Background: an optimization exercise with open tools, aiming at small area, a short achievable clock period and few clock cycles per item. Do not read the settings as production practice. In this exercise RTL edits were held to simulation tests only and were not proved equivalent to the original. The clock port is modelled as an ideal driver, which makes a skipped or thinned clock tree look cheaper than it is; a real chip needs a root buffer or a tree. Power and IR drop assume default switching activity.

==> v26 <==
// boron_enc
module boron_enc (
    input  clk, rst, start, input [63:0] plain_text, input [79:0] master_key,
    output reg done, output [63:0] cipher_text
);
Settings: LEC_CHECK=0, CAP_MARGIN=20, CORE_MARGIN=2, CORE_UTILIZATION=65, SETUP_SLACK_MARGIN=3.0, SLEW_MARGIN=20; clock period 5.0 ns.
standard.sh (not shown) runs the stock make flow with config.mk's settings and CLKGATE_MAP_FILE= SYNTH_SCRIPT=/design/flow/synth_recipe.tcl, a recipe that flattens the netlist after the stock synthesis.
==> flow/flow/run.sh <==
#!/bin/bash
# Standard layout with three changes:
#  - the design's boron_dp module (the round's next-state logic) is replaced by
#    the same function mapped by hand to cells (dp_mapped.v, from gen/mkdp.py);
#    the registers and the rest of the design go through the standard synthesis;
#  - smaller port buffers (ports.tcl);
#  - a clock tree with the same number of buffers to every register (cts.tcl).
set -euo pipefail
here=$(pwd)
python3 flow/subst.py design.v flow/dp_mapped.v > design_mapped.v 2> subst.log
args=("VERILOG_FILES=$here/design_mapped.v" "PRE_GLOBAL_PLACE_TCL=$here/flow/ports.tcl" "PRE_CTS_TCL=$here/flow/cts.tcl")
if [[ -f flow/extra.txt ]]; then while read -r l; do [[ -n "$l" ]] && args+=("$l"); done < flow/extra.txt; fi
bash standard.sh "${args[@]}" finish > standard.log 2>&1
==> flow/flow/cts.tcl <==
# Clock tree built here instead of by TritonCTS. The flip-flops are split into
# 2^LEAF_LEVELS groups of equal size (alternately by median x and median y);
# each group gets a leaf buffer (CTS_LEAF_CELL, clkbuf_16 by default) at its centre. With ROOT_LEVELS > 0
# the leaf buffers are themselves split the same way into 2^ROOT_LEVELS groups,
# each driven by a clkbuf_16 root buffer; the clock port drives the roots (or
# the leaves). Every register sees the same number of buffers from the port.
set ::cts_leaf_levels [expr {[info exists ::env(CTS_LEAF_LEVELS)] ? $::env(CTS_LEAF_LEVELS) : 2}]
set ::cts_root_levels [expr {[info exists ::env(CTS_ROOT_LEVELS)] ? $::env(CTS_ROOT_LEVELS) : 0}]
set ::cts_leaf_cell [expr {[info exists ::env(CTS_LEAF_CELL)] ? $::env(CTS_LEAF_CELL) : "sky130_fd_sc_hd__clkbuf_16"}]
rename clock_tree_synthesis std_clock_tree_synthesis
proc split_sinks {sinks axis levels} {
  if {$levels == 0} { return [list $sinks] }
  set sorted [lsort -integer -index $axis $sinks]
  set half [expr {[llength $sorted] / 2}]
  set out {}
  foreach part [list [lrange $sorted 0 [expr {$half - 1}]] [lrange $sorted $half end]] {
    lappend out {*}[split_sinks $part [expr {1 - $axis}] [expr {$levels - 1}]]
  }
  return $out
}
proc drive_group {block master net_in g name} {
  set sx 0; set sy 0
  foreach s $g { incr sx [lindex $s 0]; incr sy [lindex $s 1] }
  set cnt [llength $g]
  set x [expr {$sx / $cnt}]
  set y [expr {$sy / $cnt}]
  set net [odb::dbNet_create $block "clknet_$name"]
  $net setSigType CLOCK
  set buf [odb::dbInst_create $block $master "clkbuf_$name"]
  $buf setLocation $x $y
  $buf setPlacementStatus PLACED
  [$buf findITerm A] connect $net_in
  [$buf findITerm X] connect $net
  foreach s $g {
    set it [lindex $s 2]
    $it disconnect
    $it connect $net
  }
  puts "clock buffer $name: $cnt sinks"
  return [list $x $y [$buf findITerm A]]
}
proc clock_tree_synthesis {args} {
  set block [ord::get_db_block]
  set master [[ord::get_db] findMaster sky130_fd_sc_hd__clkbuf_16]
  set leaf_master [[ord::get_db] findMaster $::cts_leaf_cell]
  set clk_net [$block findNet clk]
  set sinks {}
  foreach it [$clk_net getITerms] {
    set loc [[$it getInst] getLocation]
    lappend sinks [list [lindex $loc 0] [lindex $loc 1] $it]
  }
  set leaves {}
  set n 0
  foreach g [split_sinks $sinks 0 $::cts_leaf_levels] {
    lappend leaves [drive_group $block $leaf_master $clk_net $g "leaf_$n"]
    incr n
  }
  if {$::cts_root_levels > 0} {
    set n 0
    foreach g [split_sinks $leaves 0 $::cts_root_levels] {
      drive_group $block $master $clk_net $g "root_$n"
      incr n
    }
  }
  set_propagated_clock [all_clocks]
}
==> flow/flow/extra.txt <==
CTS_LEAF_LEVELS=3
CTS_ROOT_LEVELS=1
CTS_LEAF_CELL=sky130_fd_sc_hd__clkbuf_8
Other scripts of this flow, unchanged in this note and not shown: flow/flow/dp_mapped.v, flow/flow/ports.tcl, flow/flow/subst.py
==> v12 (differences from v26) <==
--- a/flow/config.mk
+++ b/flow/config.mk
@@ -8,5 +8,5 @@
 export CAP_MARGIN = 20
 export CORE_MARGIN = 2
-export CORE_UTILIZATION = 65
+export CORE_UTILIZATION = 70
 export SETUP_SLACK_MARGIN = 3.0
 export SLEW_MARGIN = 20
==> v21 (differences from v26) <==
--- a/flow/flow/cts.tcl
+++ b/flow/flow/cts.tcl
@@ -1,5 +1,5 @@
 # Clock tree built here instead of by TritonCTS. The flip-flops are split into
 # 2^LEAF_LEVELS groups of equal size (alternately by median x and median y);
-# each group gets a leaf buffer (CTS_LEAF_CELL, clkbuf_16 by default) at its centre. With ROOT_LEVELS > 0
+# each group gets a clkbuf_16 leaf buffer at its centre. With ROOT_LEVELS > 0
 # the leaf buffers are themselves split the same way into 2^ROOT_LEVELS groups,
 # each driven by a clkbuf_16 root buffer; the clock port drives the roots (or
@@ -7,5 +7,4 @@
 set ::cts_leaf_levels [expr {[info exists ::env(CTS_LEAF_LEVELS)] ? $::env(CTS_LEAF_LEVELS) : 2}]
 set ::cts_root_levels [expr {[info exists ::env(CTS_ROOT_LEVELS)] ? $::env(CTS_ROOT_LEVELS) : 0}]
-set ::cts_leaf_cell [expr {[info exists ::env(CTS_LEAF_CELL)] ? $::env(CTS_LEAF_CELL) : "sky130_fd_sc_hd__clkbuf_16"}]
 rename clock_tree_synthesis std_clock_tree_synthesis
 proc split_sinks {sinks axis levels} {
@@ -43,5 +42,4 @@
   set block [ord::get_db_block]
   set master [[ord::get_db] findMaster sky130_fd_sc_hd__clkbuf_16]
-  set leaf_master [[ord::get_db] findMaster $::cts_leaf_cell]
   set clk_net [$block findNet clk]
   set sinks {}
@@ -53,5 +51,5 @@
   set n 0
   foreach g [split_sinks $sinks 0 $::cts_leaf_levels] {
-    lappend leaves [drive_group $block $leaf_master $clk_net $g "leaf_$n"]
+    lappend leaves [drive_group $block $master $clk_net $g "leaf_$n"]
     incr n
   }
==> flow/flow/extra.txt (replaced) <==
CTS_LEAF_LEVELS=3
CTS_ROOT_LEVELS=1
--- a/flow/config.mk
+++ b/flow/config.mk
@@ -9,4 +9,4 @@
 export CORE_MARGIN = 2
 export CORE_UTILIZATION = 65
-export SETUP_SLACK_MARGIN = 3.0
+export SETUP_SLACK_MARGIN = 3.1
 export SLEW_MARGIN = 20
==> comparison table <==
|  | v26 | v21 | v12 |
|---|---|---|---|
| Status | no timing/DRC/antenna violations | no timing/DRC/antenna violations | no timing/DRC/antenna violations |
| Worst clock skew | 17.0 ps | 11.9 ps | 8.74 ps |
| Number of standard cells in the final layout excluding fillers | 1105 | 1117 | 1106 |
| Clock transition at the register clock pins on the worst setup and hold paths after CTS | 110 ps | 80 ps | 120 ps |
| Combinational Power | 0.00469 W | 0.00536 W | 0.00495 W |
| Drt total wl | 20.3 mm | 21.8 mm | 21.0 mm |
| Internal power consumption | 0.00381 W | 0.00433 W | 0.00388 W |
| Worst setup timing slack at the placement stage | 2830 ps | 2820 ps | 2720 ps |
| Sequential power | 0.00203 W | 0.00210 W | 0.00202 W |
| Die area | 12100 sq um | 12100 sq um | 11300 sq um |
| Critical path's largest stage delay | 460 ps | 440 ps | 430 ps |
| Core Region | 10900 sq um | 10900 sq um | 10200 sq um |
| Half-perimeter wire length of the detailed placement result | 15.7 mm | 15.8 mm | 15.6 mm |
| Area Growth Syn to Fin | 20.2% | 27.0% | 20.9% |
| Resize count post-CTS | 3 | 39 | 7 |
| Fraction of area in multi-input gates | 50.0% | 50.0% | 50.2% |
| Overall power | 0.00729 W | 0.00819 W | 0.00753 W |
| Critical path buffers and inverters | 1 | 1 | 0 |
| Average wire length per cell after detail routing | 18.4 um | 19.5 um | 19.0 um |
| Die height | 110 um | 110 um | 106 um |
| Met3 routing resource usage after global routing | 5.00% | 4.88% | 4.23% |
| CP Class | register to output port | register to output port | register to register |
| Met2 routed WL | 10.0 mm | 10.7 mm | 10.4 mm |
Testbench counts of v26, summed over its fixed seeds: cycles 9,992, items 384.
Testbench counts of v12, summed over its fixed seeds: cycles 9,992, items 384.
Testbench counts of v21, summed over its fixed seeds: cycles 9,992, items 384.
In every run of this note, the design's own scripts or RTL, not TritonCTS, make the clock network.

* * *

==> inputs of build 96 <==
==> flow/design.v <==
module s_box (
    input [3:0] i_sb, output [3:0] o_sb
);
    assign o_sb[0] = (!i_sb[3]&!i_sb[2]&i_sb[1]) | (!i_sb[2]&i_sb[1]&i_sb[0]) 
    | (!i_sb[3]&i_sb[2]&!i_sb[1]) | (i_sb[2]&!i_sb[1]&i_sb[0]) | 
    (i_sb[3]&!i_sb[2]&!i_sb[1]&!i_sb[0]) | (i_sb[3]&i_sb[2]&i_sb[1]&!i_sb[0]);
    assign o_sb[1] = (!i_sb[3]&!i_sb[2]&!i_sb[0]) | (!i_sb[3]&!i_sb[1]&!i_sb[0]) | (i_sb[2]&i_sb[1]&i_sb[0]) 
| (i_sb[3]&!i_sb[2]&i_sb[0]) | (i_sb[3]&i_sb[2]&i_sb[1]);
    assign o_sb[2] = (!i_sb[3]&!i_sb[2]&!i_sb[1]) | (!i_sb[2]&!i_sb[1]&!i_sb[0]) | (!i_sb[3]&i_sb[2]&!i_sb[0]) 
| (i_sb[3]&i_sb[1]&i_sb[0]) | (i_sb[3]&i_sb[2]&i_sb[0]);
    assign o_sb[3] = (!i_sb[3]&!i_sb[2]&!i_sb[0]) | (!i_sb[3]&i_sb[1]&!i_sb[0]) | (!i_sb[3]&i_sb[2]&i_sb[0]) 
| (i_sb[3]&!i_sb[1]&!i_sb[0]) | (i_sb[3]&!i_sb[2]&i_sb[1]&i_sb[0]);
endmodule
module block_shuffle (
    input [15:0] i_bs, output [15:0] o_bs
);
    assign o_bs = {i_bs[7:4], i_bs[3:0], i_bs[15:12], i_bs[11:8]};
endmodule
module round_permutation #(
    parameter [5:0] shift = 5'b0000,
    parameter [7:0] data_length = 8'd16
)(
    input [data_length - 1:0] i_rp,  output [data_length - 1:0] o_rp
); 
assign o_rp = (i_rp << shift) | (i_rp >> (data_length - shift));
endmodule
module XOR_layer (
    input [63:0] i_xor, output [63:0] o_xor
);
    assign o_xor = {(i_xor[63:48]^i_xor[47:32]^i_xor[15:0]), (i_xor[47:32]^i_xor[15:0]),(i_xor[63:48]^i_xor[31:16]), (i_xor[63:48]^i_xor[31:16]^i_xor[15:0])};
endmodule
module permutation_layer (
    input [63:0] i_pl, output [63:0] o_pl
);
    wire [63:0] bs2rp;
    wire [63:0] rp2xor;
    genvar i;
    generate
        for (i = 0; i < 4; i = i +1 ) begin
            block_shuffle bs(.i_bs(i_pl[(16*i + 15):16*i]), .o_bs(bs2rp[(16*i + 15):16*i]));
        end
    endgenerate
            round_permutation #(.shift(1), .data_length(16)) rp0(.i_rp(bs2rp[(16*0 + 15):16*0]), .o_rp(rp2xor[15:0]));
            round_permutation #(.shift(4), .data_length(16)) rp1(.i_rp(bs2rp[(16*1 + 15):16*1]), .o_rp(rp2xor[(16 + 15):16*1]));
            round_permutation #(.shift(7), .data_length(16)) rp2(.i_rp(bs2rp[(16*2 + 15):16*2]), .o_rp(rp2xor[(16*2 + 15):16*2]));
            round_permutation #(.shift(9), .data_length(16)) rp3(.i_rp(bs2rp[(16*3 + 15):16*3]), .o_rp(rp2xor[(16*3 + 15):16*3]));
    XOR_layer xl(.i_xor(rp2xor), .o_xor(o_pl));
endmodule
module add_round_key (
    input [63:0] i_ark_msg, input [63:0] i_ark_key,
    output [63:0] o_ark_cipher
);
    wire [63:0] xor_msg_key;
    wire [63:0] sb2pl;
    assign xor_msg_key = i_ark_key ^ i_ark_msg;
    genvar j;
    generate    
    for(j=0; j < 16; j = j + 1) begin
            s_box sb(.i_sb(xor_msg_key[(4*j + 3):4*j]), .o_sb(sb2pl[(4*j + 3):4*j]));
        end
    endgenerate
    permutation_layer pl(.i_pl(sb2pl), .o_pl(o_ark_cipher));
endmodule
module key_scheduler (
    input clk, rst, input [4:0] round_counter, input [79:0] i_ks_oldkey, output [79:0] o_ks_newkey 
);
    wire [79:0] level_shift;
    wire [79:0] level_sbox;
    wire [4:0] xor_rc;
    round_permutation #(.shift(13), .data_length(80)) rp (.i_rp(i_ks_oldkey), .o_rp(level_shift));
    s_box sb(.i_sb(level_shift[3:0]), .o_sb(level_sbox[3:0]));
    assign level_sbox[79:4] = level_shift[79:4];
    assign xor_rc = level_sbox[63:59]^(round_counter -1);
    assign o_ks_newkey = {level_sbox[79:64], xor_rc, level_sbox[58:0]};
endmodule
module boron_enc (
    input  clk, rst, start, input [63:0] plain_text, input [79:0] master_key,
    output reg done, output reg [63:0] cipher_text
);
    parameter IDLE = 3'b000, ROUND = 3'b001, FINAL = 3'b010;
    reg [2:0] reg_sm_main;
    reg [4:0] reg_round_counter;
    reg [63:0] reg_plaintext;
    wire [63:0] reg_nextplaintext;
    reg [79:0] reg_key;
    wire [79:0] reg_nextkey;
    key_scheduler ks(.clk(clk), .rst(rst), .round_counter(reg_round_counter), .i_ks_oldkey(reg_key), .o_ks_newkey(reg_nextkey));
    add_round_key ark(.i_ark_msg(reg_plaintext), .i_ark_key(reg_key[63:0]), .o_ark_cipher(reg_nextplaintext));
    always @(posedge clk ) begin
        if(!rst) begin
            reg_sm_main <= IDLE;
            done <= 1'b0;
        end
        else begin
            done <= 1'b0;
            case (reg_sm_main)
                IDLE:  
                    if(start) begin
                        reg_plaintext <= plain_text;
                        reg_key <= master_key;
                        reg_sm_main <= ROUND;
                    end
                    else
                        reg_sm_main <= IDLE;
                ROUND:
                    if(reg_round_counter < 25) begin
                        reg_plaintext <= reg_nextplaintext;
                        reg_key <= reg_nextkey;
                        reg_sm_main <= ROUND;
                    end
                    else
                        reg_sm_main <= FINAL;
                FINAL:
                begin
                    cipher_text <=(reg_nextkey[63:0] ^ reg_nextplaintext);
                    done <= 1'b1;
                    reg_sm_main <= IDLE;
                end
                default:
                    reg_sm_main <= IDLE;
            endcase
        end
    end
    always @(posedge clk ) begin
        if(!rst) begin
            reg_round_counter <= 5'd0;
        end
        else if(reg_sm_main == IDLE) begin
            if(start)
                reg_round_counter <= 5'd1;
        end
        else if(reg_sm_main == ROUND && reg_round_counter < 25) begin
            reg_round_counter <= reg_round_counter + 1;
        end
    end
endmodule
==> flow/run.sh <==
#!/bin/bash
# synth_recipe.tcl (not shown) runs the flow's synth.tcl, then flattens the netlist and writes it again
# the make line also repeats each setting of config.mk as NAME=value (left out here)
make -C /OpenROAD-flow-scripts/flow DESIGN_CONFIG=/design/flow/config.mk WORK_HOME=/design/flow/orfs CLKGATE_MAP_FILE= SYNTH_SCRIPT=/design/flow/synth_recipe.tcl finish
==> flow/config.mk <==
export PLATFORM = sky130hd
export DESIGN_NAME = boron_enc
export DESIGN_NICKNAME = boron_enc
export VERILOG_FILES = /design/flow/design.v
export SDC_FILE = /design/flow/constraint.sdc
export NUM_CORES = 4
export LEC_CHECK = 0
export CAP_MARGIN = 20
export CORE_MARGIN = 2
export CORE_UTILIZATION = 40
export SLEW_MARGIN = 20
==> flow/constraint.sdc <==
create_clock -name core_clock -period 5.0 [get_ports {clk}]
set_input_delay 1.0000 -clock core_clock [delete_from_list [all_inputs] [get_ports {clk}]]
set_output_delay 1.0000 -clock core_clock [all_outputs]
set_load 0.01 [all_outputs]
==> inputs of build 57, as changes to build 96 <==
--- a/flow/design.v
+++ b/flow/design.v
@@ -76,61 +76,33 @@
 module boron_enc (
     input  clk, rst, start, input [63:0] plain_text, input [79:0] master_key,
-    output reg done, output reg [63:0] cipher_text
+    output reg done, output [63:0] cipher_text
 );
-    parameter IDLE = 3'b000, ROUND = 3'b001, FINAL = 3'b010;
-    reg [2:0] reg_sm_main;
-    reg [4:0] reg_round_counter;
-    reg [63:0] reg_plaintext;
-    wire [63:0] reg_nextplaintext;
-    reg [79:0] reg_key;
-    wire [79:0] reg_nextkey;
-    key_scheduler ks(.clk(clk), .rst(rst), .round_counter(reg_round_counter), .i_ks_oldkey(reg_key), .o_ks_newkey(reg_nextkey));
-    add_round_key ark(.i_ark_msg(reg_plaintext), .i_ark_key(reg_key[63:0]), .o_ark_cipher(reg_nextplaintext));
-    always @(posedge clk ) begin
-        if(!rst) begin
-            reg_sm_main <= IDLE;
+    reg        busy;
+    reg [4:0]  rc;           
+    reg [63:0] x;
+    reg [79:0] k;
+    wire [63:0] sp;
+    wire [79:0] k_upd;
+    add_round_key ark(.i_ark_msg(x), .i_ark_key(64'd0), .o_ark_cipher(sp));
+    key_scheduler ks(.clk(clk), .rst(rst), .round_counter(rc + 5'd1), .i_ks_oldkey(k), .o_ks_newkey(k_upd));
+    wire [79:0] k_next = busy ? k_upd : master_key;
+    wire [63:0] x_next = (busy ? sp : plain_text) ^ k_next[63:0];
+    always @(posedge clk) begin
+        x <= x_next;
+        k <= k_next;
+        rc <= busy ? rc + 5'd1 : 5'd0;
+    end
+    always @(posedge clk) begin
+        if (!rst) begin
+            busy <= 1'b0;
             done <= 1'b0;
-        end
-        else begin
-            done <= 1'b0;
-            case (reg_sm_main)
-                IDLE:  
-                    if(start) begin
-                        reg_plaintext <= plain_text;
-                        reg_key <= master_key;
-                        reg_sm_main <= ROUND;
-                    end
-                    else
-                        reg_sm_main <= IDLE;
-                ROUND:
-                    if(reg_round_counter < 25) begin
-                        reg_plaintext <= reg_nextplaintext;
-                        reg_key <= reg_nextkey;
-                        reg_sm_main <= ROUND;
-                    end
-                    else
-                        reg_sm_main <= FINAL;
-                FINAL:
-                begin
-                    cipher_text <=(reg_nextkey[63:0] ^ reg_nextplaintext);
-                    done <= 1'b1;
-                    reg_sm_main <= IDLE;
-                end
-                default:
-                    reg_sm_main <= IDLE;
-            endcase
+        end else begin
+            done <= busy && rc == 5'd24;
+            if (!busy)
+                busy <= start;
+            else if (rc == 5'd24)
+                busy <= 1'b0;
         end
     end
-    always @(posedge clk ) begin
-        if(!rst) begin
-            reg_round_counter <= 5'd0;
-        end
-        else if(reg_sm_main == IDLE) begin
-            if(start)
-                reg_round_counter <= 5'd1;
-        end
-        else if(reg_sm_main == ROUND && reg_round_counter < 25) begin
-            reg_round_counter <= reg_round_counter + 1;
-        end
-    end
+    assign cipher_text = x;
 endmodule
==> flow/flow/run.sh (new file) <==
#!/bin/bash
set -euo pipefail
here=$(pwd)
args=("PRE_GLOBAL_PLACE_TCL=$here/flow/ports.tcl")
if [[ -f flow/cts_args.txt ]]; then args+=("CTS_ARGS=$(cat flow/cts_args.txt)"); fi
if [[ -f flow/extra.txt ]]; then while read -r l; do [[ -n "$l" ]] && args+=("$l"); done < flow/extra.txt; fi
bash standard.sh "${args[@]}" finish > standard.log 2>&1
==> flow/flow/cts_args.txt (new file) <==
-sink_clustering_enable -repair_clock_nets -sink_clustering_size 40 -sink_clustering_max_diameter 200 -dont_use_dummy_load
==> flow/flow/ports.tcl (new file) <==
# Port buffers: buf_1 on the inputs, buf_2 on the outputs (which drive the
# output load), in place of the single buffer_ports call global placement makes.
rename buffer_ports std_buffer_ports
proc buffer_ports {args} {
  std_buffer_ports -inputs -buffer_cell sky130_fd_sc_hd__buf_1
  std_buffer_ports -outputs -buffer_cell sky130_fd_sc_hd__buf_2
}
==> flow/standard.sh (new file) <==
#!/bin/bash
# synth_recipe.tcl (not shown) runs the flow's synth.tcl, then flattens the netlist and writes it again
# the make line also repeats each setting of config.mk as NAME=value (left out here)
make -C /OpenROAD-flow-scripts/flow DESIGN_CONFIG=/design/flow/config.mk WORK_HOME=/design/flow/orfs CLKGATE_MAP_FILE= SYNTH_SCRIPT=/design/flow/synth_recipe.tcl "${@:-finish}"
Settings changed: SETUP_SLACK_MARGIN from default to 3.0.
removed: flow/run.sh
==> notes <==
In build 96 the wire length is higher than in build 57, by 31%.
In build 57 the global-route usage is higher than in build 96, by 1.9 points.
Against build 96, the die area of build 57 is lower by about 30%.
Core utilization: build 57 is lower than build 96 (3.1 points).
In build 57 the non-clock buffer count is higher than in build 96, by 11.
Cell area: build 96 is larger than build 57 (55%).
Between build 57 and build 96, the lower first-iteration DRC count is in build 57 (gap 47%, measured against build 96).
Between build 96 and build 57, the lower via count is in build 57 (gap about 25%, measured against build 57).
Of build 57 and build 96, build 96 has the higher worst hold slack (gap 56 ps).
Synthesized area: build 57 is smaller than build 96 (31%).
Against build 96, the final cell count of build 57 is smaller by about 20%.
==> figures <==
	build 57	build 96
Number of enable-type register cells in the synthesized netlist	0	208
Sum of met2 wire segment lengths after detailed routing	11.2 mm	14.6 mm
Portion of synthesized cell area occupied by the leading cell type	36.2%	51.5%
Final critical path time including I/O delays and setup	1990 ps	2740 ps
Area share of fa/ha/maj cells after synthesis	0.449%	0.206%
Slew at the pin closest to its max-slew limit	883 ps	850 ps
Crit path kind	flop to output pin	flop to flop
Number of clock buffers inserted by TritonCTS	17	26
Sequential power	0.00246 W	0.00254 W
Via count normalized by instance count	5.05	5.05
Sequential cell area	3260 um2	6410 um2
CLK BUF	17	29
Hold Slack	454 ps	510 ps
Worst setup endpoint	cipher_text[30]	reg_plaintext[10]
Final Wtd Congestion	0.826	0.830
Top fanout value on the critical path	8	9
Crit-path slowest cell	sky130_fd_sc_hd__dfxtp_2	sky130_fd_sc_hd__xor2_1
Area leader, netlist	sky130_fd_sc_hd__dfxtp_1	sky130_fd_sc_hd__edfxtp_1
Net Sw Frac	44.1%	36.0%
Number of buffers and inverters on the critical path	1	0
Run status	no timing/DRC/antenna violations	no timing/DRC/antenna violations
Total leakage power	3.83 nW	5.31 nW
R2R Path Start	x[56]	reg_key[56]
Testbench counts of build 96, summed over its fixed seeds: cycles 10,376, items 384.
Testbench counts of build 57, summed over its fixed seeds: cycles 9,992, items 384.

what the ideal ports hide:
The results above use ideal ports. As a check the final layouts listed here were re-extracted and re-timed, cells and wires unchanged.
Step 1 (the two cells are an assumption about what drives the block):
set clk [get_ports {clk}]
set_driving_cell -lib_cell sky130_fd_sc_hd__clkbuf_16 $clk
set_driving_cell -lib_cell sky130_fd_sc_hd__buf_2 [delete_from_list [all_inputs] $clk]
Step 2 also shifts input and output timing later by t, the mid clock arrival at the registers, as if the neighbouring blocks saw the same clock.
Slacks: ideal ports / drivers / drivers and shift; pairs: ideal ports / drivers.
run	t (ns)	setup WS [ns]	worst setup path after step 2	slew at the worst register clock pin (ns)
v26	0.366	3.044 / 2.987 / 3.047	register to register	0.12 / 0.12
v12	0.363	2.990 / 2.974 / 2.990	register to register	0.12 / 0.12
v21	0.360	3.068 / 3.014 / 3.099	register to register	0.08 / 0.08
build 96	0.567	2.259 / 2.259 / 1.878	input to register	0.06 / 0.06
build 57	0.453	3.010 / 2.966 / 3.027	register to register	0.06 / 0.06
After both steps setup and hold are still met in every run listed. For build 96, which loses most, drivers alone change the setup slack by 0.000 ns; drivers and shift together by -0.381 ns.
